From an optimization exercise on the open Yosys and OpenROAD flow, aimed at small area and a short achievable clock period; shortcuts taken in it are not production practice.
Function was not checked in any run shown here: the RTL went through the layout flow alone.
Power figures rest on the tool's default switching activity, not on a simulated workload.

--- design/flow/constraint.sdc ---
create_clock -name core_clock -period 8.0 [get_ports {clock_i}]
set_input_delay 1.6000 -clock core_clock [delete_from_list [all_inputs] [get_ports {clock_i}]]
set_output_delay 1.6000 -clock core_clock [all_outputs]
set_load 0.01 [all_outputs]
--- design/flow/flow/run.sh ---
#!/bin/bash
# Standard ORFS layout, with smaller port buffers and free cell resizing.
set -euo pipefail
bash standard.sh MATCH_CELL_FOOTPRINT=0 ABC_LOAD_IN_FF=1 "BUFFER_PORTS_ARGS=-buffer_cell sky130_fd_sc_hd__buf_1" finish > make_finish.log 2>&1
--- design/flow/design.v ---
`timescale 1ns / 1ps
`default_nettype none
module ArithmaticUnit(
		input wire clock_i, isWb_i, enable_i,
		input wire [4:0] wbAddress_i,
		input wire [6:0] opCode_i,
		input wire [15:0] pOperand_i, sOperand_i,
		output reg wbEnable_o,
		output reg [4:0] wbAddress_o,
		output reg [15:0] wbData_o,
		output reg [1:0] statusWriteback_o  
    );
	wire [15:0] P = pOperand_i;
	wire [15:0] S = sOperand_i;
	wire mul = opCode_i[1] & opCode_i[0];
	wire sub = opCode_i[1] & ~opCode_i[0];
	wire as  = opCode_i[1] ^ opCode_i[0];
	wire [7:0] one, two, neg;
	assign one[0] = opCode_i[0] ? (~opCode_i[1] | P[0]) : opCode_i[1];
	assign two[0] = opCode_i[1] & opCode_i[0] & P[1] & ~P[0];
	assign neg[0] = opCode_i[1] & (~opCode_i[0] | P[1]);
	genvar k;
	generate for (k = 1; k < 8; k = k + 1) begin : enc
		assign one[k] = mul & (P[2*k] ^ P[2*k-1]);
		assign two[k] = mul & ((P[2*k+1] & ~P[2*k] & ~P[2*k-1]) | (~P[2*k+1] & P[2*k] & P[2*k-1]));
		assign neg[k] = mul & P[2*k+1];
	end endgenerate
	wire pp0_0_n; pa_nand2 u_pp0_0_n (.a(one[0]), .b(S[0]), .y(pp0_0_n));
	wire pp0_0; pa_xnor2 u_pp0_0 (.a(pp0_0_n), .b(neg[0]), .y(pp0_0));
	wire pp0_1_n; pa_aoi22 u_pp0_1_n (.a(one[0]), .b(S[1]), .c(two[0]), .d(S[0]), .y(pp0_1_n));
	wire pp0_1; pa_xnor2 u_pp0_1 (.a(pp0_1_n), .b(neg[0]), .y(pp0_1));
	wire pp0_2_n; pa_aoi22 u_pp0_2_n (.a(one[0]), .b(S[2]), .c(two[0]), .d(S[1]), .y(pp0_2_n));
	wire pp0_2; pa_xnor2 u_pp0_2 (.a(pp0_2_n), .b(neg[0]), .y(pp0_2));
	wire pp0_3_n; pa_aoi22 u_pp0_3_n (.a(one[0]), .b(S[3]), .c(two[0]), .d(S[2]), .y(pp0_3_n));
	wire pp0_3; pa_xnor2 u_pp0_3 (.a(pp0_3_n), .b(neg[0]), .y(pp0_3));
	wire pp0_4_n; pa_aoi22 u_pp0_4_n (.a(one[0]), .b(S[4]), .c(two[0]), .d(S[3]), .y(pp0_4_n));
	wire pp0_4; pa_xnor2 u_pp0_4 (.a(pp0_4_n), .b(neg[0]), .y(pp0_4));
	wire pp0_5_n; pa_aoi22 u_pp0_5_n (.a(one[0]), .b(S[5]), .c(two[0]), .d(S[4]), .y(pp0_5_n));
	wire pp0_5; pa_xnor2 u_pp0_5 (.a(pp0_5_n), .b(neg[0]), .y(pp0_5));
	wire pp0_6_n; pa_aoi22 u_pp0_6_n (.a(one[0]), .b(S[6]), .c(two[0]), .d(S[5]), .y(pp0_6_n));
	wire pp0_6; pa_xnor2 u_pp0_6 (.a(pp0_6_n), .b(neg[0]), .y(pp0_6));
	wire pp0_7_n; pa_aoi22 u_pp0_7_n (.a(one[0]), .b(S[7]), .c(two[0]), .d(S[6]), .y(pp0_7_n));
	wire pp0_7; pa_xnor2 u_pp0_7 (.a(pp0_7_n), .b(neg[0]), .y(pp0_7));
	wire pp0_8_n; pa_aoi22 u_pp0_8_n (.a(one[0]), .b(S[8]), .c(two[0]), .d(S[7]), .y(pp0_8_n));
	wire pp0_8; pa_xnor2 u_pp0_8 (.a(pp0_8_n), .b(neg[0]), .y(pp0_8));
	wire pp0_9_n; pa_aoi22 u_pp0_9_n (.a(one[0]), .b(S[9]), .c(two[0]), .d(S[8]), .y(pp0_9_n));
	wire pp0_9; pa_xnor2 u_pp0_9 (.a(pp0_9_n), .b(neg[0]), .y(pp0_9));
	wire pp0_10_n; pa_aoi22 u_pp0_10_n (.a(one[0]), .b(S[10]), .c(two[0]), .d(S[9]), .y(pp0_10_n));
	wire pp0_10; pa_xnor2 u_pp0_10 (.a(pp0_10_n), .b(neg[0]), .y(pp0_10));
	wire pp0_11_n; pa_aoi22 u_pp0_11_n (.a(one[0]), .b(S[11]), .c(two[0]), .d(S[10]), .y(pp0_11_n));
	wire pp0_11; pa_xnor2 u_pp0_11 (.a(pp0_11_n), .b(neg[0]), .y(pp0_11));
	wire pp0_12_n; pa_aoi22 u_pp0_12_n (.a(one[0]), .b(S[12]), .c(two[0]), .d(S[11]), .y(pp0_12_n));
	wire pp0_12; pa_xnor2 u_pp0_12 (.a(pp0_12_n), .b(neg[0]), .y(pp0_12));
	wire pp0_13_n; pa_aoi22 u_pp0_13_n (.a(one[0]), .b(S[13]), .c(two[0]), .d(S[12]), .y(pp0_13_n));
	wire pp0_13; pa_xnor2 u_pp0_13 (.a(pp0_13_n), .b(neg[0]), .y(pp0_13));
	wire pp0_14_n; pa_aoi22 u_pp0_14_n (.a(one[0]), .b(S[14]), .c(two[0]), .d(S[13]), .y(pp0_14_n));
	wire pp0_14; pa_xnor2 u_pp0_14 (.a(pp0_14_n), .b(neg[0]), .y(pp0_14));
	wire pp0_15_n; pa_aoi22 u_pp0_15_n (.a(one[0]), .b(S[15]), .c(two[0]), .d(S[14]), .y(pp0_15_n));
	wire pp0_15; pa_xnor2 u_pp0_15 (.a(pp0_15_n), .b(neg[0]), .y(pp0_15));
	wire ng0 = neg[0];
	wire pp1_2_n; pa_aoi22 u_pp1_2_n (.a(one[1]), .b(S[0]), .c(as), .d(P[2]), .y(pp1_2_n));
	wire pp1_2; pa_xnor2 u_pp1_2 (.a(pp1_2_n), .b(neg[1]), .y(pp1_2));
	wire pp1_3_n; pa_aoi222 u_pp1_3_n (.a(one[1]), .b(S[1]), .c(two[1]), .d(S[0]), .e(as), .f(P[3]), .y(pp1_3_n));
	wire pp1_3; pa_xnor2 u_pp1_3 (.a(pp1_3_n), .b(neg[1]), .y(pp1_3));
	wire pp1_4_n; pa_aoi222 u_pp1_4_n (.a(one[1]), .b(S[2]), .c(two[1]), .d(S[1]), .e(as), .f(P[4]), .y(pp1_4_n));
	wire pp1_4; pa_xnor2 u_pp1_4 (.a(pp1_4_n), .b(neg[1]), .y(pp1_4));
	wire pp1_5_n; pa_aoi222 u_pp1_5_n (.a(one[1]), .b(S[3]), .c(two[1]), .d(S[2]), .e(as), .f(P[5]), .y(pp1_5_n));
	wire pp1_5; pa_xnor2 u_pp1_5 (.a(pp1_5_n), .b(neg[1]), .y(pp1_5));
	wire pp1_6_n; pa_aoi222 u_pp1_6_n (.a(one[1]), .b(S[4]), .c(two[1]), .d(S[3]), .e(as), .f(P[6]), .y(pp1_6_n));
	wire pp1_6; pa_xnor2 u_pp1_6 (.a(pp1_6_n), .b(neg[1]), .y(pp1_6));
	wire pp1_7_n; pa_aoi222 u_pp1_7_n (.a(one[1]), .b(S[5]), .c(two[1]), .d(S[4]), .e(as), .f(P[7]), .y(pp1_7_n));
	wire pp1_7; pa_xnor2 u_pp1_7 (.a(pp1_7_n), .b(neg[1]), .y(pp1_7));
	wire pp1_8_n; pa_aoi222 u_pp1_8_n (.a(one[1]), .b(S[6]), .c(two[1]), .d(S[5]), .e(as), .f(P[8]), .y(pp1_8_n));
	wire pp1_8; pa_xnor2 u_pp1_8 (.a(pp1_8_n), .b(neg[1]), .y(pp1_8));
	wire pp1_9_n; pa_aoi222 u_pp1_9_n (.a(one[1]), .b(S[7]), .c(two[1]), .d(S[6]), .e(as), .f(P[9]), .y(pp1_9_n));
	wire pp1_9; pa_xnor2 u_pp1_9 (.a(pp1_9_n), .b(neg[1]), .y(pp1_9));
	wire pp1_10_n; pa_aoi222 u_pp1_10_n (.a(one[1]), .b(S[8]), .c(two[1]), .d(S[7]), .e(as), .f(P[10]), .y(pp1_10_n));
	wire pp1_10; pa_xnor2 u_pp1_10 (.a(pp1_10_n), .b(neg[1]), .y(pp1_10));
	wire pp1_11_n; pa_aoi222 u_pp1_11_n (.a(one[1]), .b(S[9]), .c(two[1]), .d(S[8]), .e(as), .f(P[11]), .y(pp1_11_n));
	wire pp1_11; pa_xnor2 u_pp1_11 (.a(pp1_11_n), .b(neg[1]), .y(pp1_11));
	wire pp1_12_n; pa_aoi222 u_pp1_12_n (.a(one[1]), .b(S[10]), .c(two[1]), .d(S[9]), .e(as), .f(P[12]), .y(pp1_12_n));
	wire pp1_12; pa_xnor2 u_pp1_12 (.a(pp1_12_n), .b(neg[1]), .y(pp1_12));
	wire pp1_13_n; pa_aoi222 u_pp1_13_n (.a(one[1]), .b(S[11]), .c(two[1]), .d(S[10]), .e(as), .f(P[13]), .y(pp1_13_n));
	wire pp1_13; pa_xnor2 u_pp1_13 (.a(pp1_13_n), .b(neg[1]), .y(pp1_13));
	wire pp1_14_n; pa_aoi222 u_pp1_14_n (.a(one[1]), .b(S[12]), .c(two[1]), .d(S[11]), .e(as), .f(P[14]), .y(pp1_14_n));
	wire pp1_14; pa_xnor2 u_pp1_14 (.a(pp1_14_n), .b(neg[1]), .y(pp1_14));
	wire pp1_15_n; pa_aoi222 u_pp1_15_n (.a(one[1]), .b(S[13]), .c(two[1]), .d(S[12]), .e(as), .f(P[15]), .y(pp1_15_n));
	wire pp1_15; pa_xnor2 u_pp1_15 (.a(pp1_15_n), .b(neg[1]), .y(pp1_15));
	wire ng1 = neg[1];
	wire pp2_4_n; pa_nand2 u_pp2_4_n (.a(one[2]), .b(S[0]), .y(pp2_4_n));
	wire pp2_4; pa_xnor2 u_pp2_4 (.a(pp2_4_n), .b(neg[2]), .y(pp2_4));
	wire pp2_5_n; pa_aoi22 u_pp2_5_n (.a(one[2]), .b(S[1]), .c(two[2]), .d(S[0]), .y(pp2_5_n));
	wire pp2_5; pa_xnor2 u_pp2_5 (.a(pp2_5_n), .b(neg[2]), .y(pp2_5));
	wire pp2_6_n; pa_aoi22 u_pp2_6_n (.a(one[2]), .b(S[2]), .c(two[2]), .d(S[1]), .y(pp2_6_n));
	wire pp2_6; pa_xnor2 u_pp2_6 (.a(pp2_6_n), .b(neg[2]), .y(pp2_6));
	wire pp2_7_n; pa_aoi22 u_pp2_7_n (.a(one[2]), .b(S[3]), .c(two[2]), .d(S[2]), .y(pp2_7_n));
	wire pp2_7; pa_xnor2 u_pp2_7 (.a(pp2_7_n), .b(neg[2]), .y(pp2_7));
	wire pp2_8_n; pa_aoi22 u_pp2_8_n (.a(one[2]), .b(S[4]), .c(two[2]), .d(S[3]), .y(pp2_8_n));
	wire pp2_8; pa_xnor2 u_pp2_8 (.a(pp2_8_n), .b(neg[2]), .y(pp2_8));
	wire pp2_9_n; pa_aoi22 u_pp2_9_n (.a(one[2]), .b(S[5]), .c(two[2]), .d(S[4]), .y(pp2_9_n));
	wire pp2_9; pa_xnor2 u_pp2_9 (.a(pp2_9_n), .b(neg[2]), .y(pp2_9));
	wire pp2_10_n; pa_aoi22 u_pp2_10_n (.a(one[2]), .b(S[6]), .c(two[2]), .d(S[5]), .y(pp2_10_n));
	wire pp2_10; pa_xnor2 u_pp2_10 (.a(pp2_10_n), .b(neg[2]), .y(pp2_10));
	wire pp2_11_n; pa_aoi22 u_pp2_11_n (.a(one[2]), .b(S[7]), .c(two[2]), .d(S[6]), .y(pp2_11_n));
	wire pp2_11; pa_xnor2 u_pp2_11 (.a(pp2_11_n), .b(neg[2]), .y(pp2_11));
	wire pp2_12_n; pa_aoi22 u_pp2_12_n (.a(one[2]), .b(S[8]), .c(two[2]), .d(S[7]), .y(pp2_12_n));
	wire pp2_12; pa_xnor2 u_pp2_12 (.a(pp2_12_n), .b(neg[2]), .y(pp2_12));
	wire pp2_13_n; pa_aoi22 u_pp2_13_n (.a(one[2]), .b(S[9]), .c(two[2]), .d(S[8]), .y(pp2_13_n));
	wire pp2_13; pa_xnor2 u_pp2_13 (.a(pp2_13_n), .b(neg[2]), .y(pp2_13));
	wire pp2_14_n; pa_aoi22 u_pp2_14_n (.a(one[2]), .b(S[10]), .c(two[2]), .d(S[9]), .y(pp2_14_n));
	wire pp2_14; pa_xnor2 u_pp2_14 (.a(pp2_14_n), .b(neg[2]), .y(pp2_14));
	wire pp2_15_n; pa_aoi22 u_pp2_15_n (.a(one[2]), .b(S[11]), .c(two[2]), .d(S[10]), .y(pp2_15_n));
	wire pp2_15; pa_xnor2 u_pp2_15 (.a(pp2_15_n), .b(neg[2]), .y(pp2_15));
	wire ng2 = neg[2];
	wire pp3_6_n; pa_nand2 u_pp3_6_n (.a(one[3]), .b(S[0]), .y(pp3_6_n));
	wire pp3_6; pa_xnor2 u_pp3_6 (.a(pp3_6_n), .b(neg[3]), .y(pp3_6));
	wire pp3_7_n; pa_aoi22 u_pp3_7_n (.a(one[3]), .b(S[1]), .c(two[3]), .d(S[0]), .y(pp3_7_n));
	wire pp3_7; pa_xnor2 u_pp3_7 (.a(pp3_7_n), .b(neg[3]), .y(pp3_7));
	wire pp3_8_n; pa_aoi22 u_pp3_8_n (.a(one[3]), .b(S[2]), .c(two[3]), .d(S[1]), .y(pp3_8_n));
	wire pp3_8; pa_xnor2 u_pp3_8 (.a(pp3_8_n), .b(neg[3]), .y(pp3_8));
	wire pp3_9_n; pa_aoi22 u_pp3_9_n (.a(one[3]), .b(S[3]), .c(two[3]), .d(S[2]), .y(pp3_9_n));
	wire pp3_9; pa_xnor2 u_pp3_9 (.a(pp3_9_n), .b(neg[3]), .y(pp3_9));
	wire pp3_10_n; pa_aoi22 u_pp3_10_n (.a(one[3]), .b(S[4]), .c(two[3]), .d(S[3]), .y(pp3_10_n));
	wire pp3_10; pa_xnor2 u_pp3_10 (.a(pp3_10_n), .b(neg[3]), .y(pp3_10));
	wire pp3_11_n; pa_aoi22 u_pp3_11_n (.a(one[3]), .b(S[5]), .c(two[3]), .d(S[4]), .y(pp3_11_n));
	wire pp3_11; pa_xnor2 u_pp3_11 (.a(pp3_11_n), .b(neg[3]), .y(pp3_11));
	wire pp3_12_n; pa_aoi22 u_pp3_12_n (.a(one[3]), .b(S[6]), .c(two[3]), .d(S[5]), .y(pp3_12_n));
	wire pp3_12; pa_xnor2 u_pp3_12 (.a(pp3_12_n), .b(neg[3]), .y(pp3_12));
	wire pp3_13_n; pa_aoi22 u_pp3_13_n (.a(one[3]), .b(S[7]), .c(two[3]), .d(S[6]), .y(pp3_13_n));
	wire pp3_13; pa_xnor2 u_pp3_13 (.a(pp3_13_n), .b(neg[3]), .y(pp3_13));
	wire pp3_14_n; pa_aoi22 u_pp3_14_n (.a(one[3]), .b(S[8]), .c(two[3]), .d(S[7]), .y(pp3_14_n));
	wire pp3_14; pa_xnor2 u_pp3_14 (.a(pp3_14_n), .b(neg[3]), .y(pp3_14));
	wire pp3_15_n; pa_aoi22 u_pp3_15_n (.a(one[3]), .b(S[9]), .c(two[3]), .d(S[8]), .y(pp3_15_n));
	wire pp3_15; pa_xnor2 u_pp3_15 (.a(pp3_15_n), .b(neg[3]), .y(pp3_15));
	wire ng3 = neg[3];
	wire pp4_8_n; pa_nand2 u_pp4_8_n (.a(one[4]), .b(S[0]), .y(pp4_8_n));
	wire pp4_8; pa_xnor2 u_pp4_8 (.a(pp4_8_n), .b(neg[4]), .y(pp4_8));
	wire pp4_9_n; pa_aoi22 u_pp4_9_n (.a(one[4]), .b(S[1]), .c(two[4]), .d(S[0]), .y(pp4_9_n));
	wire pp4_9; pa_xnor2 u_pp4_9 (.a(pp4_9_n), .b(neg[4]), .y(pp4_9));
	wire pp4_10_n; pa_aoi22 u_pp4_10_n (.a(one[4]), .b(S[2]), .c(two[4]), .d(S[1]), .y(pp4_10_n));
	wire pp4_10; pa_xnor2 u_pp4_10 (.a(pp4_10_n), .b(neg[4]), .y(pp4_10));
	wire pp4_11_n; pa_aoi22 u_pp4_11_n (.a(one[4]), .b(S[3]), .c(two[4]), .d(S[2]), .y(pp4_11_n));
	wire pp4_11; pa_xnor2 u_pp4_11 (.a(pp4_11_n), .b(neg[4]), .y(pp4_11));
	wire pp4_12_n; pa_aoi22 u_pp4_12_n (.a(one[4]), .b(S[4]), .c(two[4]), .d(S[3]), .y(pp4_12_n));
	wire pp4_12; pa_xnor2 u_pp4_12 (.a(pp4_12_n), .b(neg[4]), .y(pp4_12));
	wire pp4_13_n; pa_aoi22 u_pp4_13_n (.a(one[4]), .b(S[5]), .c(two[4]), .d(S[4]), .y(pp4_13_n));
	wire pp4_13; pa_xnor2 u_pp4_13 (.a(pp4_13_n), .b(neg[4]), .y(pp4_13));
	wire pp4_14_n; pa_aoi22 u_pp4_14_n (.a(one[4]), .b(S[6]), .c(two[4]), .d(S[5]), .y(pp4_14_n));
	wire pp4_14; pa_xnor2 u_pp4_14 (.a(pp4_14_n), .b(neg[4]), .y(pp4_14));
	wire pp4_15_n; pa_aoi22 u_pp4_15_n (.a(one[4]), .b(S[7]), .c(two[4]), .d(S[6]), .y(pp4_15_n));
	wire pp4_15; pa_xnor2 u_pp4_15 (.a(pp4_15_n), .b(neg[4]), .y(pp4_15));
	wire ng4 = neg[4];
	wire pp5_10_n; pa_nand2 u_pp5_10_n (.a(one[5]), .b(S[0]), .y(pp5_10_n));
	wire pp5_10; pa_xnor2 u_pp5_10 (.a(pp5_10_n), .b(neg[5]), .y(pp5_10));
	wire pp5_11_n; pa_aoi22 u_pp5_11_n (.a(one[5]), .b(S[1]), .c(two[5]), .d(S[0]), .y(pp5_11_n));
	wire pp5_11; pa_xnor2 u_pp5_11 (.a(pp5_11_n), .b(neg[5]), .y(pp5_11));
	wire pp5_12_n; pa_aoi22 u_pp5_12_n (.a(one[5]), .b(S[2]), .c(two[5]), .d(S[1]), .y(pp5_12_n));
	wire pp5_12; pa_xnor2 u_pp5_12 (.a(pp5_12_n), .b(neg[5]), .y(pp5_12));
	wire pp5_13_n; pa_aoi22 u_pp5_13_n (.a(one[5]), .b(S[3]), .c(two[5]), .d(S[2]), .y(pp5_13_n));
	wire pp5_13; pa_xnor2 u_pp5_13 (.a(pp5_13_n), .b(neg[5]), .y(pp5_13));
	wire pp5_14_n; pa_aoi22 u_pp5_14_n (.a(one[5]), .b(S[4]), .c(two[5]), .d(S[3]), .y(pp5_14_n));
	wire pp5_14; pa_xnor2 u_pp5_14 (.a(pp5_14_n), .b(neg[5]), .y(pp5_14));
	wire pp5_15_n; pa_aoi22 u_pp5_15_n (.a(one[5]), .b(S[5]), .c(two[5]), .d(S[4]), .y(pp5_15_n));
	wire pp5_15; pa_xnor2 u_pp5_15 (.a(pp5_15_n), .b(neg[5]), .y(pp5_15));
	wire ng5 = neg[5];
	wire pp6_12_n; pa_nand2 u_pp6_12_n (.a(one[6]), .b(S[0]), .y(pp6_12_n));
	wire pp6_12; pa_xnor2 u_pp6_12 (.a(pp6_12_n), .b(neg[6]), .y(pp6_12));
	wire pp6_13_n; pa_aoi22 u_pp6_13_n (.a(one[6]), .b(S[1]), .c(two[6]), .d(S[0]), .y(pp6_13_n));
	wire pp6_13; pa_xnor2 u_pp6_13 (.a(pp6_13_n), .b(neg[6]), .y(pp6_13));
	wire pp6_14_n; pa_aoi22 u_pp6_14_n (.a(one[6]), .b(S[2]), .c(two[6]), .d(S[1]), .y(pp6_14_n));
	wire pp6_14; pa_xnor2 u_pp6_14 (.a(pp6_14_n), .b(neg[6]), .y(pp6_14));
	wire pp6_15_n; pa_aoi22 u_pp6_15_n (.a(one[6]), .b(S[3]), .c(two[6]), .d(S[2]), .y(pp6_15_n));
	wire pp6_15; pa_xnor2 u_pp6_15 (.a(pp6_15_n), .b(neg[6]), .y(pp6_15));
	wire ng6 = neg[6];
	wire pp7_14_n; pa_nand2 u_pp7_14_n (.a(one[7]), .b(S[0]), .y(pp7_14_n));
	wire pp7_14; pa_xnor2 u_pp7_14 (.a(pp7_14_n), .b(neg[7]), .y(pp7_14));
	wire pp7_15_n; pa_aoi22 u_pp7_15_n (.a(one[7]), .b(S[1]), .c(two[7]), .d(S[0]), .y(pp7_15_n));
	wire pp7_15; pa_xnor2 u_pp7_15 (.a(pp7_15_n), .b(neg[7]), .y(pp7_15));
	wire ng7 = neg[7];
	wire xp0 = as & P[0];
	wire xp1 = as & P[1];
	wire hs0, hc0; pa_ha u_hs0 (.a(ng5), .b(pp2_10), .s(hs0), .co(hc0));
	wire hs1, hc1; pa_ha u_hs1 (.a(pp2_11), .b(pp3_11), .s(hs1), .co(hc1));
	wire hs2, hc2; pa_ha u_hs2 (.a(ng6), .b(pp2_12), .s(hs2), .co(hc2));
	wire fs0_x, fs0, fc0; pa_xor2 u_fs0_x (.a(pp3_12), .b(pp4_12), .y(fs0_x)); pa_xor2 u_fs0 (.a(fs0_x), .b(pp5_12), .y(fs0)); pa_maj3 u_fc0 (.a(pp3_12), .b(pp4_12), .c(pp5_12), .y(fc0));
	wire hs3, hc3; pa_ha u_hs3 (.a(pp2_13), .b(pp3_13), .s(hs3), .co(hc3));
	wire fs1_x, fs1, fc1; pa_xor2 u_fs1_x (.a(pp4_13), .b(pp5_13), .y(fs1_x)); pa_xor2 u_fs1 (.a(fs1_x), .b(pp6_13), .y(fs1)); pa_maj3 u_fc1 (.a(pp4_13), .b(pp5_13), .c(pp6_13), .y(fc1));
	wire hs4, hc4; pa_ha u_hs4 (.a(ng7), .b(pp2_14), .s(hs4), .co(hc4));
	wire fs2, fc2; pa_fa u_fs2 (.a(pp3_14), .b(pp4_14), .c(pp0_14), .s(fs2), .co(fc2));
	wire fs3_x, fs3, fc3; pa_xor2 u_fs3_x (.a(pp5_14), .b(pp6_14), .y(fs3_x)); pa_xor2 u_fs3 (.a(fs3_x), .b(pp7_14), .y(fs3)); pa_maj3 u_fc3 (.a(pp5_14), .b(pp6_14), .c(pp7_14), .y(fc3));
	wire hs5, hc5; pa_ha u_hs5 (.a(pp2_15), .b(pp3_15), .s(hs5), .co(hc5));
	wire fs4, fc4; pa_fa u_fs4 (.a(pp4_15), .b(pp5_15), .c(pp1_15), .s(fs4), .co(fc4));
	wire fs5, fc5; pa_fa u_fs5 (.a(pp6_15), .b(pp7_15), .c(pp0_15), .s(fs5), .co(fc5));
	wire hs6, hc6; pa_ha u_hs6 (.a(ng3), .b(pp2_6), .s(hs6), .co(hc6));
	wire hs7, hc7; pa_ha u_hs7 (.a(pp2_7), .b(pp3_7), .s(hs7), .co(hc7));
	wire hs8, hc8; pa_ha u_hs8 (.a(ng4), .b(pp2_8), .s(hs8), .co(hc8));
	wire fs6_x, fs6, fc6; pa_xor2 u_fs6_x (.a(pp3_8), .b(pp4_8), .y(fs6_x)); pa_xor2 u_fs6 (.a(fs6_x), .b(pp0_8), .y(fs6)); pa_maj3 u_fc6 (.a(pp3_8), .b(pp4_8), .c(pp0_8), .y(fc6));
	wire hs9, hc9; pa_ha u_hs9 (.a(pp2_9), .b(pp3_9), .s(hs9), .co(hc9));
	wire fs7_x, fs7, fc7; pa_xor2 u_fs7_x (.a(pp4_9), .b(pp0_9), .y(fs7_x)); pa_xor2 u_fs7 (.a(fs7_x), .b(pp1_9), .y(fs7)); pa_maj3 u_fc7 (.a(pp4_9), .b(pp0_9), .c(pp1_9), .y(fc7));
	wire fs8_x, fs8, fc8; pa_xor2 u_fs8_x (.a(pp3_10), .b(pp4_10), .y(fs8_x)); pa_xor2 u_fs8 (.a(fs8_x), .b(hs0), .y(fs8)); pa_maj3 u_fc8 (.a(pp3_10), .b(pp4_10), .c(hs0), .y(fc8));
	wire fs9_x, fs9, fc9; pa_xor2 u_fs9_x (.a(pp5_10), .b(pp0_10), .y(fs9_x)); pa_xor2 u_fs9 (.a(fs9_x), .b(pp1_10), .y(fs9)); pa_maj3 u_fc9 (.a(pp5_10), .b(pp0_10), .c(pp1_10), .y(fc9));
	wire fs10_x, fs10, fc10; pa_xor2 u_fs10_x (.a(pp4_11), .b(pp5_11), .y(fs10_x)); pa_xor2 u_fs10 (.a(fs10_x), .b(hs1), .y(fs10)); pa_maj3 u_fc10 (.a(pp4_11), .b(pp5_11), .c(hs1), .y(fc10));
	wire fs11_x, fs11, fc11; pa_xor2 u_fs11_x (.a(pp0_11), .b(pp1_11), .y(fs11_x)); pa_xor2 u_fs11 (.a(fs11_x), .b(hc0), .y(fs11)); pa_maj3 u_fc11 (.a(pp0_11), .b(pp1_11), .c(hc0), .y(fc11));
	wire fs12_x, fs12, fc12; pa_xor2 u_fs12_x (.a(pp6_12), .b(pp0_12), .y(fs12_x)); pa_xor2 u_fs12 (.a(fs12_x), .b(fs0), .y(fs12)); pa_maj3 u_fc12 (.a(pp6_12), .b(pp0_12), .c(fs0), .y(fc12));
	wire fs13_x, fs13, fc13; pa_xor2 u_fs13_x (.a(pp1_12), .b(hc1), .y(fs13_x)); pa_xor2 u_fs13 (.a(fs13_x), .b(hs2), .y(fs13)); pa_maj3 u_fc13 (.a(pp1_12), .b(hc1), .c(hs2), .y(fc13));
	wire fs14_x, fs14, fc14; pa_xor2 u_fs14_x (.a(pp0_13), .b(pp1_13), .y(fs14_x)); pa_xor2 u_fs14 (.a(fs14_x), .b(fs1), .y(fs14)); pa_maj3 u_fc14 (.a(pp0_13), .b(pp1_13), .c(fs1), .y(fc14));
	wire fs15_x, fs15, fc15; pa_xor2 u_fs15_x (.a(hc2), .b(hs3), .y(fs15_x)); pa_xor2 u_fs15 (.a(fs15_x), .b(fc0), .y(fs15)); pa_maj3 u_fc15 (.a(hc2), .b(hs3), .c(fc0), .y(fc15));
	wire fs16_x, fs16, fc16; pa_xor2 u_fs16_x (.a(pp1_14), .b(hc3), .y(fs16_x)); pa_xor2 u_fs16 (.a(fs16_x), .b(fs3), .y(fs16)); pa_maj3 u_fc16 (.a(pp1_14), .b(hc3), .c(fs3), .y(fc16));
	wire fs17_x, fs17, fc17; pa_xor2 u_fs17_x (.a(hs4), .b(fc1), .y(fs17_x)); pa_xor2 u_fs17 (.a(fs17_x), .b(fs2), .y(fs17)); pa_maj3 u_fc17 (.a(hs4), .b(fc1), .c(fs2), .y(fc17));
	wire fs18_x, fs18, fc18; pa_xor2 u_fs18_x (.a(hc4), .b(hs5), .y(fs18_x)); pa_xor2 u_fs18 (.a(fs18_x), .b(fc2), .y(fs18)); pa_maj3 u_fc18 (.a(hc4), .b(hs5), .c(fc2), .y(fc18));
	wire fs19_x, fs19, fc19; pa_xor2 u_fs19_x (.a(fc3), .b(fs4), .y(fs19_x)); pa_xor2 u_fs19 (.a(fs19_x), .b(fs5), .y(fs19)); pa_maj3 u_fc19 (.a(fc3), .b(fs4), .c(fs5), .y(fc19));
	wire hs10, hc10; pa_ha u_hs10 (.a(ng2), .b(pp2_4), .s(hs10), .co(hc10));
	wire hs11, hc11; pa_ha u_hs11 (.a(pp2_5), .b(pp0_5), .s(hs11), .co(hc11));
	wire fs20, fc20; pa_fa u_fs20 (.a(pp3_6), .b(pp0_6), .c(pp1_6), .s(fs20), .co(fc20));
	wire fs21, fc21; pa_fa u_fs21 (.a(pp0_7), .b(pp1_7), .c(hc6), .s(fs21), .co(fc21));
	wire fs22, fc22; pa_fa u_fs22 (.a(pp1_8), .b(hc7), .c(hs8), .s(fs22), .co(fc22));
	wire fs23_x, fs23, fc23; pa_xor2 u_fs23_x (.a(hc8), .b(hs9), .y(fs23_x)); pa_xor2 u_fs23 (.a(fs23_x), .b(fc6), .y(fs23)); pa_maj3 u_fc23 (.a(hc8), .b(hs9), .c(fc6), .y(fc23));
	wire fs24_x, fs24, fc24; pa_xor2 u_fs24_x (.a(hc9), .b(fc7), .y(fs24_x)); pa_xor2 u_fs24 (.a(fs24_x), .b(fs9), .y(fs24)); pa_maj3 u_fc24 (.a(hc9), .b(fc7), .c(fs9), .y(fc24));
	wire fs25_x, fs25, fc25; pa_xor2 u_fs25_x (.a(fc9), .b(fs11), .y(fs25_x)); pa_xor2 u_fs25 (.a(fs25_x), .b(fs10), .y(fs25)); pa_maj3 u_fc25 (.a(fc9), .b(fs11), .c(fs10), .y(fc25));
	wire fs26_x, fs26, fc26; pa_xor2 u_fs26_x (.a(fc11), .b(fs12), .y(fs26_x)); pa_xor2 u_fs26 (.a(fs26_x), .b(fc10), .y(fs26)); pa_maj3 u_fc26 (.a(fc11), .b(fs12), .c(fc10), .y(fc26));
	wire fs27_x, fs27, fc27; pa_xor2 u_fs27_x (.a(fs14), .b(fc13), .y(fs27_x)); pa_xor2 u_fs27 (.a(fs27_x), .b(fs15), .y(fs27)); pa_maj3 u_fc27 (.a(fs14), .b(fc13), .c(fs15), .y(fc27));
	wire fs28_x, fs28, fc28; pa_xor2 u_fs28_x (.a(fc15), .b(fs16), .y(fs28_x)); pa_xor2 u_fs28 (.a(fs28_x), .b(fc14), .y(fs28)); pa_maj3 u_fc28 (.a(fc15), .b(fs16), .c(fc14), .y(fc28));
	wire fs29_x, fs29, fc29; pa_xor2 u_fs29_x (.a(fs18), .b(fc16), .y(fs29_x)); pa_xor2 u_fs29 (.a(fs29_x), .b(fc17), .y(fs29)); pa_maj3 u_fc29 (.a(fs18), .b(fc16), .c(fc17), .y(fc29));
	wire hs12, hc12; pa_ha u_hs12 (.a(xp0), .b(ng0), .s(hs12), .co(hc12));
	wire hs13, hc13; pa_ha u_hs13 (.a(xp1), .b(pp0_1), .s(hs13), .co(hc13));
	wire fs30, fc30; pa_fa u_fs30 (.a(ng1), .b(pp0_2), .c(pp1_2), .s(fs30), .co(fc30));
	wire hs14, hc14; pa_ha u_hs14 (.a(pp0_3), .b(pp1_3), .s(hs14), .co(hc14));
	wire fs31, fc31; pa_fa u_fs31 (.a(pp0_4), .b(pp1_4), .c(hs10), .s(fs31), .co(fc31));
	wire fs32, fc32; pa_fa u_fs32 (.a(pp1_5), .b(hc10), .c(hs11), .s(fs32), .co(fc32));
	wire fs33, fc33; pa_fa u_fs33 (.a(hs6), .b(hc11), .c(fs20), .s(fs33), .co(fc33));
	wire fs34_x, fs34, fc34; pa_xor2 u_fs34_x (.a(hs7), .b(fc20), .y(fs34_x)); pa_xor2 u_fs34 (.a(fs34_x), .b(fs21), .y(fs34)); pa_maj3 u_fc34 (.a(hs7), .b(fc20), .c(fs21), .y(fc34));
	wire fs35_x, fs35, fc35; pa_xor2 u_fs35_x (.a(fs6), .b(fc21), .y(fs35_x)); pa_xor2 u_fs35 (.a(fs35_x), .b(fs22), .y(fs35)); pa_maj3 u_fc35 (.a(fs6), .b(fc21), .c(fs22), .y(fc35));
	wire fs36_x, fs36, fc36; pa_xor2 u_fs36_x (.a(fs7), .b(fc22), .y(fs36_x)); pa_xor2 u_fs36 (.a(fs36_x), .b(fs23), .y(fs36)); pa_maj3 u_fc36 (.a(fs7), .b(fc22), .c(fs23), .y(fc36));
	wire fs37_x, fs37, fc37; pa_xor2 u_fs37_x (.a(fs8), .b(fc23), .y(fs37_x)); pa_xor2 u_fs37 (.a(fs37_x), .b(fs24), .y(fs37)); pa_maj3 u_fc37 (.a(fs8), .b(fc23), .c(fs24), .y(fc37));
	wire fs38_x, fs38, fc38; pa_xor2 u_fs38_x (.a(fc8), .b(fc24), .y(fs38_x)); pa_xor2 u_fs38 (.a(fs38_x), .b(fs25), .y(fs38)); pa_maj3 u_fc38 (.a(fc8), .b(fc24), .c(fs25), .y(fc38));
	wire fs39_x, fs39, fc39; pa_xor2 u_fs39_x (.a(fs13), .b(fc25), .y(fs39_x)); pa_xor2 u_fs39 (.a(fs39_x), .b(fs26), .y(fs39)); pa_maj3 u_fc39 (.a(fs13), .b(fc25), .c(fs26), .y(fc39));
	wire fs40_x, fs40, fc40; pa_xor2 u_fs40_x (.a(fc12), .b(fc26), .y(fs40_x)); pa_xor2 u_fs40 (.a(fs40_x), .b(fs27), .y(fs40)); pa_maj3 u_fc40 (.a(fc12), .b(fc26), .c(fs27), .y(fc40));
	wire fs41_x, fs41, fc41; pa_xor2 u_fs41_x (.a(fs17), .b(fc27), .y(fs41_x)); pa_xor2 u_fs41 (.a(fs41_x), .b(fs28), .y(fs41)); pa_maj3 u_fc41 (.a(fs17), .b(fc27), .c(fs28), .y(fc41));
	wire fs42_x, fs42, fc42; pa_xor2 u_fs42_x (.a(fs19), .b(fc28), .y(fs42_x)); pa_xor2 u_fs42 (.a(fs42_x), .b(fs29), .y(fs42)); pa_maj3 u_fc42 (.a(fs19), .b(fc28), .c(fs29), .y(fc42));
	wire [15:0] ra = {fc41, fc40, fc39, fc38, fc37, fc36, fc35, fc34, fc33, fc32, fc31, hc14, fc30, hc13, hc12, hs12};
	wire [15:0] rb = {fs42, fs41, fs40, fs39, fs38, fs37, fs36, fs35, fs34, fs33, fs32, fs31, hs14, fs30, hs13, pp0_0};
	wire [15:0] p0;
	pa_xor2 u_p0_0 (.a(ra[0]), .b(rb[0]), .y(p0[0]));
	wire gn0_0, tn0_0; pa_nand2 u_gn0_0 (.a(ra[0]), .b(rb[0]), .y(gn0_0)); pa_nor2 u_tn0_0 (.a(ra[0]), .b(rb[0]), .y(tn0_0));
	pa_xor2 u_p0_1 (.a(ra[1]), .b(rb[1]), .y(p0[1]));
	wire gn0_1, tn0_1; pa_nand2 u_gn0_1 (.a(ra[1]), .b(rb[1]), .y(gn0_1)); pa_nor2 u_tn0_1 (.a(ra[1]), .b(rb[1]), .y(tn0_1));
	pa_xor2 u_p0_2 (.a(ra[2]), .b(rb[2]), .y(p0[2]));
	wire gn0_2, tn0_2; pa_nand2 u_gn0_2 (.a(ra[2]), .b(rb[2]), .y(gn0_2)); pa_nor2 u_tn0_2 (.a(ra[2]), .b(rb[2]), .y(tn0_2));
	pa_xor2 u_p0_3 (.a(ra[3]), .b(rb[3]), .y(p0[3]));
	wire gn0_3, tn0_3; pa_nand2 u_gn0_3 (.a(ra[3]), .b(rb[3]), .y(gn0_3)); pa_nor2 u_tn0_3 (.a(ra[3]), .b(rb[3]), .y(tn0_3));
	pa_xor2 u_p0_4 (.a(ra[4]), .b(rb[4]), .y(p0[4]));
	wire gn0_4, tn0_4; pa_nand2 u_gn0_4 (.a(ra[4]), .b(rb[4]), .y(gn0_4)); pa_nor2 u_tn0_4 (.a(ra[4]), .b(rb[4]), .y(tn0_4));
	pa_xor2 u_p0_5 (.a(ra[5]), .b(rb[5]), .y(p0[5]));
	wire gn0_5, tn0_5; pa_nand2 u_gn0_5 (.a(ra[5]), .b(rb[5]), .y(gn0_5)); pa_nor2 u_tn0_5 (.a(ra[5]), .b(rb[5]), .y(tn0_5));
	pa_xor2 u_p0_6 (.a(ra[6]), .b(rb[6]), .y(p0[6]));
	wire gn0_6, tn0_6; pa_nand2 u_gn0_6 (.a(ra[6]), .b(rb[6]), .y(gn0_6)); pa_nor2 u_tn0_6 (.a(ra[6]), .b(rb[6]), .y(tn0_6));
	pa_xor2 u_p0_7 (.a(ra[7]), .b(rb[7]), .y(p0[7]));
	wire gn0_7, tn0_7; pa_nand2 u_gn0_7 (.a(ra[7]), .b(rb[7]), .y(gn0_7)); pa_nor2 u_tn0_7 (.a(ra[7]), .b(rb[7]), .y(tn0_7));
	pa_xor2 u_p0_8 (.a(ra[8]), .b(rb[8]), .y(p0[8]));
	wire gn0_8, tn0_8; pa_nand2 u_gn0_8 (.a(ra[8]), .b(rb[8]), .y(gn0_8)); pa_nor2 u_tn0_8 (.a(ra[8]), .b(rb[8]), .y(tn0_8));
	pa_xor2 u_p0_9 (.a(ra[9]), .b(rb[9]), .y(p0[9]));
	wire gn0_9, tn0_9; pa_nand2 u_gn0_9 (.a(ra[9]), .b(rb[9]), .y(gn0_9)); pa_nor2 u_tn0_9 (.a(ra[9]), .b(rb[9]), .y(tn0_9));
	pa_xor2 u_p0_10 (.a(ra[10]), .b(rb[10]), .y(p0[10]));
	wire gn0_10, tn0_10; pa_nand2 u_gn0_10 (.a(ra[10]), .b(rb[10]), .y(gn0_10)); pa_nor2 u_tn0_10 (.a(ra[10]), .b(rb[10]), .y(tn0_10));
	pa_xor2 u_p0_11 (.a(ra[11]), .b(rb[11]), .y(p0[11]));
	wire gn0_11, tn0_11; pa_nand2 u_gn0_11 (.a(ra[11]), .b(rb[11]), .y(gn0_11)); pa_nor2 u_tn0_11 (.a(ra[11]), .b(rb[11]), .y(tn0_11));
	pa_xor2 u_p0_12 (.a(ra[12]), .b(rb[12]), .y(p0[12]));
	wire gn0_12, tn0_12; pa_nand2 u_gn0_12 (.a(ra[12]), .b(rb[12]), .y(gn0_12)); pa_nor2 u_tn0_12 (.a(ra[12]), .b(rb[12]), .y(tn0_12));
	pa_xor2 u_p0_13 (.a(ra[13]), .b(rb[13]), .y(p0[13]));
	wire gn0_13, tn0_13; pa_nand2 u_gn0_13 (.a(ra[13]), .b(rb[13]), .y(gn0_13)); pa_nor2 u_tn0_13 (.a(ra[13]), .b(rb[13]), .y(tn0_13));
	pa_xor2 u_p0_14 (.a(ra[14]), .b(rb[14]), .y(p0[14]));
	wire gn0_14, tn0_14; pa_nand2 u_gn0_14 (.a(ra[14]), .b(rb[14]), .y(gn0_14)); pa_nor2 u_tn0_14 (.a(ra[14]), .b(rb[14]), .y(tn0_14));
	pa_xor2 u_p0_15 (.a(ra[15]), .b(rb[15]), .y(p0[15]));
	wire gn0_15, tn0_15; pa_nand2 u_gn0_15 (.a(ra[15]), .b(rb[15]), .y(gn0_15)); pa_nor2 u_tn0_15 (.a(ra[15]), .b(rb[15]), .y(tn0_15));
	wire g1_1; pa_oai21 u_g1_1 (.a1(tn0_1), .a2(gn0_0), .b1(gn0_1), .y(g1_1));
	wire g1_3; pa_oai21 u_g1_3 (.a1(tn0_3), .a2(gn0_2), .b1(gn0_3), .y(g1_3));
	wire t1_3; pa_nor2 u_t1_3 (.a(tn0_3), .b(tn0_2), .y(t1_3));
	wire g1_5; pa_oai21 u_g1_5 (.a1(tn0_5), .a2(gn0_4), .b1(gn0_5), .y(g1_5));
	wire t1_5; pa_nor2 u_t1_5 (.a(tn0_5), .b(tn0_4), .y(t1_5));
	wire g1_7; pa_oai21 u_g1_7 (.a1(tn0_7), .a2(gn0_6), .b1(gn0_7), .y(g1_7));
	wire t1_7; pa_nor2 u_t1_7 (.a(tn0_7), .b(tn0_6), .y(t1_7));
	wire g1_9; pa_oai21 u_g1_9 (.a1(tn0_9), .a2(gn0_8), .b1(gn0_9), .y(g1_9));
	wire t1_9; pa_nor2 u_t1_9 (.a(tn0_9), .b(tn0_8), .y(t1_9));
	wire g1_11; pa_oai21 u_g1_11 (.a1(tn0_11), .a2(gn0_10), .b1(gn0_11), .y(g1_11));
	wire t1_11; pa_nor2 u_t1_11 (.a(tn0_11), .b(tn0_10), .y(t1_11));
	wire g1_13; pa_oai21 u_g1_13 (.a1(tn0_13), .a2(gn0_12), .b1(gn0_13), .y(g1_13));
	wire t1_13; pa_nor2 u_t1_13 (.a(tn0_13), .b(tn0_12), .y(t1_13));
	wire g1_15; pa_oai21 u_g1_15 (.a1(tn0_15), .a2(gn0_14), .b1(gn0_15), .y(g1_15));
	wire t1_15; pa_nor2 u_t1_15 (.a(tn0_15), .b(tn0_14), .y(t1_15));
	wire g1_1_i; pa_inv u_g1_1_i (.a(g1_1), .y(g1_1_i));
	wire g2_2; pa_oai21 u_g2_2 (.a1(tn0_2), .a2(g1_1_i), .b1(gn0_2), .y(g2_2));
	wire g2_3; pa_aoi21 u_g2_3 (.a1(t1_3), .a2(g1_1), .b1(g1_3), .y(g2_3));
	wire g1_5_i; pa_inv u_g1_5_i (.a(g1_5), .y(g1_5_i));
	wire g2_6; pa_oai21 u_g2_6 (.a1(tn0_6), .a2(g1_5_i), .b1(gn0_6), .y(g2_6));
	wire t1_5_i; pa_inv u_t1_5_i (.a(t1_5), .y(t1_5_i));
	wire t2_6; pa_nor2 u_t2_6 (.a(tn0_6), .b(t1_5_i), .y(t2_6));
	wire g2_7; pa_aoi21 u_g2_7 (.a1(t1_7), .a2(g1_5), .b1(g1_7), .y(g2_7));
	wire t2_7; pa_nand2 u_t2_7 (.a(t1_7), .b(t1_5), .y(t2_7));
	wire g1_9_i; pa_inv u_g1_9_i (.a(g1_9), .y(g1_9_i));
	wire g2_10; pa_oai21 u_g2_10 (.a1(tn0_10), .a2(g1_9_i), .b1(gn0_10), .y(g2_10));
	wire t1_9_i; pa_inv u_t1_9_i (.a(t1_9), .y(t1_9_i));
	wire t2_10; pa_nor2 u_t2_10 (.a(tn0_10), .b(t1_9_i), .y(t2_10));
	wire g2_11; pa_aoi21 u_g2_11 (.a1(t1_11), .a2(g1_9), .b1(g1_11), .y(g2_11));
	wire t2_11; pa_nand2 u_t2_11 (.a(t1_11), .b(t1_9), .y(t2_11));
	wire g1_13_i; pa_inv u_g1_13_i (.a(g1_13), .y(g1_13_i));
	wire g2_14; pa_oai21 u_g2_14 (.a1(tn0_14), .a2(g1_13_i), .b1(gn0_14), .y(g2_14));
	wire t1_13_i; pa_inv u_t1_13_i (.a(t1_13), .y(t1_13_i));
	wire t2_14; pa_nor2 u_t2_14 (.a(tn0_14), .b(t1_13_i), .y(t2_14));
	wire g2_15; pa_aoi21 u_g2_15 (.a1(t1_15), .a2(g1_13), .b1(g1_15), .y(g2_15));
	wire t2_15; pa_nand2 u_t2_15 (.a(t1_15), .b(t1_13), .y(t2_15));
	wire g3_4; pa_oai21 u_g3_4 (.a1(tn0_4), .a2(g2_3), .b1(gn0_4), .y(g3_4));
	wire g2_3_i; pa_inv u_g2_3_i (.a(g2_3), .y(g2_3_i));
	wire g3_5; pa_aoi21 u_g3_5 (.a1(t1_5), .a2(g2_3_i), .b1(g1_5), .y(g3_5));
	wire g3_6; pa_aoi21 u_g3_6 (.a1(t2_6), .a2(g2_3_i), .b1(g2_6), .y(g3_6));
	wire g3_7; pa_oai21 u_g3_7 (.a1(t2_7), .a2(g2_3), .b1(g2_7), .y(g3_7));
	wire g3_12; pa_oai21 u_g3_12 (.a1(tn0_12), .a2(g2_11), .b1(gn0_12), .y(g3_12));
	wire t3_12; pa_nor2 u_t3_12 (.a(tn0_12), .b(t2_11), .y(t3_12));
	wire g2_11_i; pa_inv u_g2_11_i (.a(g2_11), .y(g2_11_i));
	wire g3_13; pa_aoi21 u_g3_13 (.a1(t1_13), .a2(g2_11_i), .b1(g1_13), .y(g3_13));
	wire t2_11_i; pa_inv u_t2_11_i (.a(t2_11), .y(t2_11_i));
	wire t3_13; pa_nand2 u_t3_13 (.a(t1_13), .b(t2_11_i), .y(t3_13));
	wire g3_14; pa_aoi21 u_g3_14 (.a1(t2_14), .a2(g2_11_i), .b1(g2_14), .y(g3_14));
	wire t3_14; pa_nand2 u_t3_14 (.a(t2_14), .b(t2_11_i), .y(t3_14));
	wire g3_15; pa_oai21 u_g3_15 (.a1(t2_15), .a2(g2_11), .b1(g2_15), .y(g3_15));
	wire t3_15; pa_nor2 u_t3_15 (.a(t2_15), .b(t2_11), .y(t3_15));
	wire g3_7_i; pa_inv u_g3_7_i (.a(g3_7), .y(g3_7_i));
	wire g4_8; pa_oai21 u_g4_8 (.a1(tn0_8), .a2(g3_7_i), .b1(gn0_8), .y(g4_8));
	wire g4_9; pa_aoi21 u_g4_9 (.a1(t1_9), .a2(g3_7), .b1(g1_9), .y(g4_9));
	wire g4_10; pa_aoi21 u_g4_10 (.a1(t2_10), .a2(g3_7), .b1(g2_10), .y(g4_10));
	wire g4_11; pa_oai21 u_g4_11 (.a1(t2_11), .a2(g3_7_i), .b1(g2_11), .y(g4_11));
	wire g4_12; pa_aoi21 u_g4_12 (.a1(t3_12), .a2(g3_7), .b1(g3_12), .y(g4_12));
	wire g4_13; pa_oai21 u_g4_13 (.a1(t3_13), .a2(g3_7_i), .b1(g3_13), .y(g4_13));
	wire g4_14; pa_oai21 u_g4_14 (.a1(t3_14), .a2(g3_7_i), .b1(g3_14), .y(g4_14));
	wire g4_15; pa_aoi21 u_g4_15 (.a1(t3_15), .a2(g3_7), .b1(g3_15), .y(g4_15));
	wire [16:0] sum;
	assign sum[0] = p0[0];
	pa_xnor2 u_sum_1 (.a(p0[1]), .b(gn0_0), .y(sum[1]));
	pa_xor2 u_sum_2 (.a(p0[2]), .b(g1_1), .y(sum[2]));
	pa_xor2 u_sum_3 (.a(p0[3]), .b(g2_2), .y(sum[3]));
	pa_xnor2 u_sum_4 (.a(p0[4]), .b(g2_3), .y(sum[4]));
	pa_xor2 u_sum_5 (.a(p0[5]), .b(g3_4), .y(sum[5]));
	pa_xnor2 u_sum_6 (.a(p0[6]), .b(g3_5), .y(sum[6]));
	pa_xnor2 u_sum_7 (.a(p0[7]), .b(g3_6), .y(sum[7]));
	pa_xor2 u_sum_8 (.a(p0[8]), .b(g3_7), .y(sum[8]));
	pa_xor2 u_sum_9 (.a(p0[9]), .b(g4_8), .y(sum[9]));
	pa_xnor2 u_sum_10 (.a(p0[10]), .b(g4_9), .y(sum[10]));
	pa_xnor2 u_sum_11 (.a(p0[11]), .b(g4_10), .y(sum[11]));
	pa_xor2 u_sum_12 (.a(p0[12]), .b(g4_11), .y(sum[12]));
	pa_xnor2 u_sum_13 (.a(p0[13]), .b(g4_12), .y(sum[13]));
	pa_xor2 u_sum_14 (.a(p0[14]), .b(g4_13), .y(sum[14]));
	pa_xor2 u_sum_15 (.a(p0[15]), .b(g4_14), .y(sum[15]));
	assign sum[16] = ~g4_15;
	wire x15 = P[15] ^ S[15] ^ (opCode_i[1] & ~opCode_i[0]);
	wire cout_g1 = x15 ? p0[15] : P[15];    
	wire cout_g0 = x15 ? ~p0[15] : P[15];   
	wire cout = g4_14 ? cout_g1 : cout_g0;
	wire arith = ~|opCode_i[6:2];
	always @(posedge clock_i)
	begin
		if (enable_i)
		begin
			wbEnable_o <= isWb_i & |opCode_i;
			wbAddress_o <= wbAddress_i;
			if (arith) wbData_o <= sum[15:0];
			if (arith & as) statusWriteback_o <= {~opCode_i[1] & cout, opCode_i[1] & ~cout};
		end
	end
endmodule
module pa_aoi22(input wire a, b, c, d, output wire y);
	assign y = ~((a & b) | (c & d));
endmodule
module pa_aoi222(input wire a, b, c, d, e, f, output wire y);
	assign y = ~((a & b) | (c & d) | (e & f));
endmodule
module pa_nand2(input wire a, b, output wire y);
	assign y = ~(a & b);
endmodule
module pa_xnor2(input wire a, b, output wire y);
	assign y = ~(a ^ b);
endmodule
module pa_xor2(input wire a, b, output wire y);
	assign y = a ^ b;
endmodule
module pa_and2(input wire a, b, output wire y);
	assign y = a & b;
endmodule
module pa_maj3(input wire a, b, c, output wire y);
	assign y = (a & b) | (a & c) | (b & c);
endmodule
module pa_nor2(input wire a, b, output wire y);
	assign y = ~(a | b);
endmodule
module pa_inv(input wire a, output wire y);
	assign y = ~a;
endmodule
module pa_aoi21(input wire a1, a2, b1, output wire y);
	assign y = ~((a1 & a2) | b1);
endmodule
module pa_oai21(input wire a1, a2, b1, output wire y);
	assign y = ~((a1 | a2) & b1);
endmodule
module pa_fa(input wire a, b, c, output wire s, co);
	assign s = a ^ b ^ c;
	assign co = (a & b) | (a & c) | (b & c);
endmodule
module pa_ha(input wire a, b, output wire s, co);
	assign s = a ^ b;
	assign co = a & b;
endmodule
--- design/flow/standard.sh ---
#!/bin/bash
# synth_recipe.tcl (not shown) runs the flow's synth.tcl, then flattens the netlist and writes it again
# the make line also repeats each setting of config.mk as NAME=value (left out here)
make -C /OpenROAD-flow-scripts/flow DESIGN_CONFIG=/design/flow/config.mk WORK_HOME=/design/flow/orfs CLKGATE_MAP_FILE= SYNTH_SCRIPT=/design/flow/synth_recipe.tcl "${@:-finish}"
--- design/flow/config.mk ---
export PLATFORM = sky130hd
export DESIGN_NAME = ArithmaticUnit
export DESIGN_NICKNAME = ArithmaticUnit
export VERILOG_FILES = /design/flow/design.v
export SDC_FILE = /design/flow/constraint.sdc
export NUM_CORES = 4
export LEC_CHECK = 0
export CAP_MARGIN = 20
export CORE_MARGIN = 2
export CORE_UTILIZATION = 50
export SETUP_SLACK_MARGIN = 2.5
export SLEW_MARGIN = 20
export SYNTH_HIERARCHICAL = 1
export SYNTH_MINIMUM_KEEP_SIZE = 0
==> flow_metrics.tcl, run 1 <==
set metrics [dict create \
    outcome "timing/DRC/antenna clean" \
    hold_class "input port to flip-flop" \
    clk_path_buf_depth 2 \
    power_frac_comb 0.785 \
    m1WireLength_mm 5.01 \
    vias 3995 \
    ir_drop_mv 0.110 \
    synthCells 474 \
    antenna_found_initial 0 \
    switchingPower_mw 0.676 \
    critical_path.endpoint_type "flip-flop" \
    tightest_slew_ns 0.853 \
    cp-start-kind "input port" \
    top_layer "met4" \
    max_slew_margin 0.431 \
    critPathMaxStageDelay_ns 0.37 \
    holdWs_ns 1.50 \
    drt_first_iter_violations 293 \
    routed_wl_mm 12.2 \
    ys_types 24 \
    p_sw_frac 0.465 \
    fin_crit_ns 5.35 \
    worstPathRequired_ns 8.06 \
    clkPwrFrac 0.079 \
    critPathSlowestCell "maj3_2" \
    p_int_mw 0.779 \
    period_share 0.669 \
    cap_viol_max_count 0 \
    drive_gt1_frac 0.226 \
    cts_sinks 24 \
    gp_congestion 0.912 \
    timing.fmax_mhz 187 \
    synth_top_area_frac 0.201 \
    io-pin-count 71 \
    path_clk_slew_ns 0.11 \
    final_max_slew_viol_count 0 \
    leakagePower_nw 2.11 \
    final_common_cell "xor2_1" \
    die_w_um 96.5 \
    synth-seq-cells 24 \
    cts_root_buffer "clkbuf_8" \
    h-tree-depth 1 \
    final_cell_mix "xor2_1 (89), xnor2_1 (77), buf_1 (63)" \
    diodes 0 \
    firstDrtPassIters 7 \
    cp_cell_sequence "buf_4 > ha_4 > buf_8 > a21boi_4 > buf_12 > buf_4 > a222oi_1 > xnor2_1 > maj3_2 > maj3_2 > xor2_2 > xor2_2 > nor2_4 > nor2_2 > a21oi_2 > inv_1 > a21oi_2 > o21ai_4 > xnor2_2 > maj3_2 > and2_4" \
    drcViolationCount 0 \
    power_frac_seq 0.136 \
    final_nets 661 \
    finalHoldViolations 0 \
    yosys_warnings 7 \
    ant_nets 0 \
    yosysSeqAreaShare 0.169 \
    io_buffers 70 \
    rows 33 \
    crit_fanout 11 \
    rsz0062_at_grt "no" \
    hpwl_mm 8.61 \
    syn_to_final_growth_pct 25.8 \
    critPathKind "input port to flip-flop" \
    vias_per_cell 5.79 \
    cp.arrival_ns 5.41 \
    core_area_mm2 0.00826 \
    die_h_um 96.5 \
    synth_fp_nets 549 \
    synth_top_cell_by_area "xor2_1" \
    numCtsBuffers 3 \
    grt_usage 0.258 \
    start_util 0.518 \
    tns_ns 0 \
    wl_per_cell_um 17.6 \
    grt_pass1_wl_mm 18.5 \
    p_per_area_mw_per_mm2 271 \
    synthTopCellsByArea "xor2_1 (20%), edfxtp_1 (17%), xnor2_1 (16%), a22oi_1 (9.1%), maj3_2 (7.6%)" \
    syn_area_per_cell_um2 9.02 \
    grt_overflow 0 \
    grt_max_degree 18 \
    setup_violations 0 \
    route.met2.wl_mm 5.83 \
    grt_pass1_vias 3831 \
    synthesis.area_mm2 0.00428 \
    cts_tree "done" \
    floorplan.die_area_mm2 0.00931 \
    crit_top_cell "maj3_2" \
    route.met3.wl_um 871 \
]
-- per-stage QoR --
stage | power, mW | instances | worst slack, ns | cell area, um2 | util
floorplan | 0.919 | 474 | 2.51 | 4320 | -
global placement | 1.06 | 649 | 1.64 | 4720 | 0.572
detailed placement | 1.09 | 649 | 1.48 | 4720 | 0.572
CTS | 1.31 | 676 | 2.50 | 5090 | 0.617
global route | 1.56 | 690 | 2.43 | 5380 | 0.652
finish | 1.46 | 690 | 2.65 | 5380 | 0.652
-- worst max-delay path: cells and delay by family --
kind / cells / cell delay, ns
buf+inv: 5 / 0.63
xor+xnor: 4 / 0.73
compound gates: 5 / 0.90
fa+ha+maj: 4 / 1.21
simple gates: 3 / 0.35
-- repair_timing --
item,in CTS,in global routing
endpoints found under the setup margin,3,2
gates resized for setup,31,45
setup buffers,23,13
hold buffers,0,0
cloned,0,1
pin swaps,14,35
-- synth_stat cells --
cell type	number
xor2_1	98
xnor2_1	80
a22oi_1	52
nand2_1	34
nor2_1	33
maj3_2	29
edfxtp_1	24
and2_0	18
ha_1	18
o21ai_1	18
a222oi_1	13
inv_1	13
a21oi_1	11
fa_1	10
a21boi_0	7
nand3b_1	7
clkbuf_1	2
a21boi_1	1
and3_1	1
maj3_1	1
nor2_2	1
nor3_1	1
o21a_1	1
or4_4	1
-- worst paths after layout --
| kind | startpoint | end | slack (ns) | cells after the start |
|---|---|---|---|---|
| setup / recovery | opCode_i[1] | statusWriteback_o[1] | 2.65 | 21 |
| hold / removal | wbAddress_i[4] | wbAddress_o[4] | 1.50 | 1 |
-- modules after synthesis, one instance, submodules excluded --
| module | cells | copies in the design | flops+latches | area, um2 |
|---|---|---|---|---|
| ArithmaticUnit | 97 | 1 | 24 | 1190 |
| pa_aoi21 | 1 | 10 | 0 | 5.00 |
| pa_aoi22 | 1 | 52 | 0 | 7.51 |
| pa_aoi222 | 1 | 13 | 0 | 10.0 |
| pa_fa | 1 | 10 | 0 | 20.0 |
| pa_ha | 1 | 15 | 0 | 12.5 |
| pa_inv | 1 | 11 | 0 | 3.75 |
| pa_maj3 | 1 | 29 | 0 | 11.3 |
| pa_nand2 | 1 | 26 | 0 | 3.75 |
| pa_nor2 | 1 | 24 | 0 | 3.75 |
| pa_oai21 | 1 | 18 | 0 | 5.00 |
| pa_xnor2 | 1 | 79 | 0 | 8.76 |
| pa_xor2 | 1 | 90 | 0 | 8.76 |
-- state kept, by name, summed over array words and instances, names as in the netlist --
register           count
wbData_o              16
statusWriteback_o      2
wbAddress_o            5
wbEnable_o             1
-- logic make-up (layout without fill, tap and decap cells) --
kind of cell    count (synthesis)  count (layout)  synth area share
compound gates                103             103             0.171
buf+inv                        15             125            0.0132
xor+xnor                      178             178             0.365
simple gates                   96              97             0.104
fa+ha+maj                      58              58             0.178
flops                          24              24             0.169
-- power by group through the flow --
stage	Sequential (mW)	Combinational, mW	Clock (mW)
3_5_place_dp	0.200	0.888	0
2_1_floorplan	0.204	0.715	0
5_1_grt	0.198	1.24	0.122
3_3_place_gp	0.200	0.865	0
4_1_cts	0.197	0.992	0.117
6_report	0.197	1.14	0.115
-- per-layer routing --
metal | vias to the layer above | track usage
met1 | 1887 | 0.326
met4 | 0 | 0.104
met5 | - | 0
met2 | 162 | 0.442
met3 | 34 | 0.0341
li1 | 1912 | -
-- final cells by class --
cell class              instances  area [um2]
fillers                       710        2880
clock inverters                 1        30.0
clock buffers                   3        41.3
multi-input cells             436        3800
inverters                      13        48.8
repair buffers                108         604
well taps                     105         131
flip-flops and latches         24         721
==> run 2, diff against run 1 <==
--- a/design/flow/design.v
+++ b/design/flow/design.v
@@ -354,4 +354,9 @@
 	wire cout_g1 = x15 ? p0[15] : P[15];    
 	wire cout_g0 = x15 ? ~p0[15] : P[15];   
+	wire ovf1_n = ~(~opCode_i[1] & cout_g1), ovf0_n = ~(~opCode_i[1] & cout_g0);
+	wire unf1_n = ~(opCode_i[1] & ~cout_g1), unf0_n = ~(opCode_i[1] & ~cout_g0);
+	wire ovf_d, unf_d;
+	pa_mux2i u_ovf (.s(g4_14), .a1(ovf1_n), .a0(ovf0_n), .y(ovf_d));
+	pa_mux2i u_unf (.s(g4_14), .a1(unf1_n), .a0(unf0_n), .y(unf_d));
 	wire cout = g4_14 ? cout_g1 : cout_g0;
 	wire arith = ~|opCode_i[6:2];
@@ -363,5 +368,5 @@
 			wbAddress_o <= wbAddress_i;
 			if (arith) wbData_o <= sum[15:0];
-			if (arith & as) statusWriteback_o <= {~opCode_i[1] & cout, opCode_i[1] & ~cout};
+			if (arith & as) statusWriteback_o <= {ovf_d, unf_d};
 		end
 	end
@@ -391,4 +396,10 @@
 	assign y = ~(a | b);
 endmodule
+module pa_mux2i(input wire s, a1, a0, output wire y);
+	assign y = ~(s ? a1 : a0);
+endmodule
+module pa_ao21(input wire a1, a2, b1, output wire y);
+	assign y = (a1 & a2) | b1;
+endmodule
 module pa_inv(input wire a, output wire y);
 	assign y = ~a;
--- a/design/flow/config.mk
+++ b/design/flow/config.mk
@@ -8,5 +8,5 @@
 export CAP_MARGIN = 20
 export CORE_MARGIN = 2
-export CORE_UTILIZATION = 50
+export CORE_UTILIZATION = 45
 export SETUP_SLACK_MARGIN = 2.5
 export SLEW_MARGIN = 20
==> run 2 against run 1 <==
Critical path type unchanged. Hold slack got worse by 0.0012 ns. First-iteration DRC count decreased by 11%. Sequential power about the same. Count of clock-buffer cells in the layout unchanged. Fmax increased by 0.77%. Combinational power decreased by 19%. Still clean. Clock power decreased by 9%.
==> flow_metrics.tcl, run 2 <==
set metrics [dict create \
    outcome "timing/DRC/antenna clean" \
    finalHoldViolations 0 \
    ant_nets 0 \
    p_int_mw 0.664 \
    crit_fanout 13 \
    hpwl_mm 8.73 \
    path_buf_inv 4 \
    critPathKind "input port to flip-flop" \
    cts_tree "done" \
    rows 35 \
    tns_ns 0 \
    reg_top3 "wbData_o x16, wbAddress_o x5, statusWriteback_o x2" \
    power_frac_seq 0.161 \
    drcViolationCount 0 \
    tightest_slew_ns 0.964 \
    synth-seq-cells 24 \
    synthArstFlopShare 0 \
    floorplan.die_area_mm2 0.0104 \
    numCtsBuffers 3 \
    synth.most_common_cell "xor2_1" \
    synth_top_cell_by_area "xor2_1" \
    p_per_area_mw_per_mm2 247 \
    final_common_cell "xor2_1" \
    crit_family "adder cells" \
    setup_violations 0 \
    synth_top_area_frac 0.199 \
    die_h_um 102 \
    grt_overflow 0 \
    synthTopCellsByArea "xor2_1 (20%), edfxtp_1 (17%), xnor2_1 (16%), a22oi_1 (9.1%), maj3_2 (7.6%)" \
    io-pin-count 71 \
    final_cell_mix "xor2_1 (98), xnor2_1 (78), buf_1 (69)" \
    grt_usage 0.217 \
    drive_gt1_frac 0.118 \
    period_share 0.664 \
    switchingPower_mw 0.567 \
    syn_to_final_growth_pct 15.6 \
    start_util 0.464 \
    vias_per_cell 5.59 \
    grt_pass1_vias 3671 \
    cp.arrival_ns 5.41 \
    rsz0062_at_grt "no" \
    p_total_mw 1.23 \
    final_max_slew_viol_count 0 \
    largest_register_ffs 16 \
    drt_first_iter_violations 260 \
    yosysSeqAreaShare 0.167 \
    gp_congestion 0.939 \
    cts_root_buffer "clkbuf_8" \
    power_frac_comb 0.754 \
    cp_cell_sequence "clkbuf_2 > ha_4 > clkbuf_4 > a21boi_0 > buf_4 > a222oi_1 > xnor2_1 > fa_1 > fa_1 > nor2_1 > nor2_1 > nand2_1 > o21ai_2 > inv_1 > o21ai_2 > mux2i_1" \
    post-place-cells 682 \
    timing.fmax_mhz 188 \
    core_area_mm2 0.00928 \
    synth_ff_type "edfxtp_1" \
    leakagePower_nw 1.92 \
    syn_area_per_cell_um2 8.99 \
    grt_max_degree 23 \
    path_clk_slew_ns 0.09 \
    synthCells 479 \
    ir_drop_mv 0.133 \
    firstDrtPassIters 6 \
    hold_class "input port to flip-flop" \
    vias 3882 \
    critPathMaxStageDelay_ns 0.55 \
    synthesis.area_mm2 0.00431 \
    fin_crit_ns 5.31 \
    critical_path.endpoint_type "flip-flop" \
    layout.cells.non_filler 695 \
    synth_common_cells "xor2_1 (98), xnor2_1 (79), a22oi_1 (52)" \
    antenna_found_initial 0 \
    die_w_um 102 \
    holdWs_ns 1.49 \
    cap_viol_max_count 0 \
    grt_pass1_wl_mm 17.9 \
    synth_edf_count 24 \
    h-tree-depth 1 \
    cp-start-kind "input port" \
    p_sw_frac 0.461 \
    io_buffers 70 \
    critPathSlowestCell "fa_1" \
    regMostFlops "wbData_o" \
    yosys_warnings 7 \
    post-route-util 0.536 \
    clkPwrFrac 0.085 \
    hold_buffers 0 \
    final_nets 642 \
    wl_per_cell_um 16.2 \
    ys_types 26 \
    max_slew_margin 0.358 \
    worstPathRequired_ns 8.10 \
    cts_sinks 24 \
    synth_fp_nets 554 \
    clk_path_buf_depth 2 \
    diodes 0 \
    routed_wl_mm 11.2 \
]
==> run 2: cell types whose count changed after synthesis <==
cell / previous run / this run
a21boi_1: 1 / 2
a21oi_1: 11 / 12
and2_0: 18 / 17
maj3_1: 1 / 0
mux2i_1: 0 / 2
o21ai_0: 0 / 2
or3_1: 0 / 2
xnor2_1: 80 / 79
==> run 2: stage by stage <==
step / setup slack, ns / area (um2)
4_1_cts: 2.60 / 4880
3_3_place_gp: 1.42 / 4770
6_report: 2.69 / 4980
2_1_floorplan: 2.51 / 4310
3_5_place_dp: 1.20 / 4770
5_1_grt: 2.41 / 4980
==> run 2: final timing paths <==
kind | startpoint | endpoint | slack, ns | cells past startpoint
worst max-delay path | opCode_i[1] | statusWriteback_o[0] | 2.69 | 16
worst min-delay path | wbAddress_i[0] | wbAddress_o[0] | 1.49 | 1
==> run 2: power by group through the flow <==
stage	sequential (mW)	combinational, mW	clock (mW)
after floorplan	0.205	0.714	0
after global placement	0.201	0.854	0
after detailed placement	0.201	0.880	0
after CTS	0.199	0.885	0.107
after global routing	0.199	1.04	0.112
final	0.198	0.928	0.105
==> run 2: per-layer routing <==
layer,vias up,global-route usage,wire length [um]
met5,-,0,0
met4,0,0.0338,121
met3,8,0.0294,691
met2,139,0.381,5380
met1,1844,0.292,5040
li1,1891,-,-
==> run 2: cell families after synthesis <==
| kind of cell | after synthesis | synth area share |
|---|---|---|
| xor+xnor | 177 | 0.360 |
| compound gates | 107 | 0.175 |
| flops | 24 | 0.167 |
| mux | 2 | 0.00465 |
| simple gates | 97 | 0.105 |
| fa+ha+maj | 57 | 0.175 |
| buf+inv | 15 | 0.0131 |
==> run 2: repair_timing <==
item                                   in CTS  in global routing
endpoints found under the hold margin       0                  0
pin swaps                                   0                  8
resized for setup                          25                 10
buffers inserted                            0                  9
setup endpoints to repair                  10                  3
==> run 2: layout make-up <==
class | count | area [um2]
clock inverters | 1 | 30.0
clock buffers | 3 | 41.3
well taps | 129 | 161
multi-input cells | 440 | 3600
fillers | 918 | 4300
flip-flops and latches | 24 | 721
inverters | 13 | 48.8
repair buffers | 85 | 377
==> run 2: per-module statistics from Yosys, one instance, submodules excluded, excerpt <==
module / flops+latches / copies in the design / cells inside / area (um2)
pa_xor2: 0 / 90 / 1 / 8.76
pa_aoi222: 0 / 13 / 1 / 10.0
pa_xnor2: 0 / 79 / 1 / 8.76
pa_ha: 0 / 15 / 1 / 12.5
pa_mux2i: 0 / 2 / 1 / 10.0
ArithmaticUnit: 24 / 1 / 100 / 1200
pa_aoi21: 0 / 10 / 1 / 5.00

Setup slack of run 2, layout unchanged: 2.690 ns with ideal ports, 2.697 ns with driving cells assumed (clock clkbuf_16, inputs buf_2), 2.411 ns with port delays also shifted by the 0.286 ns mid clock arrival.
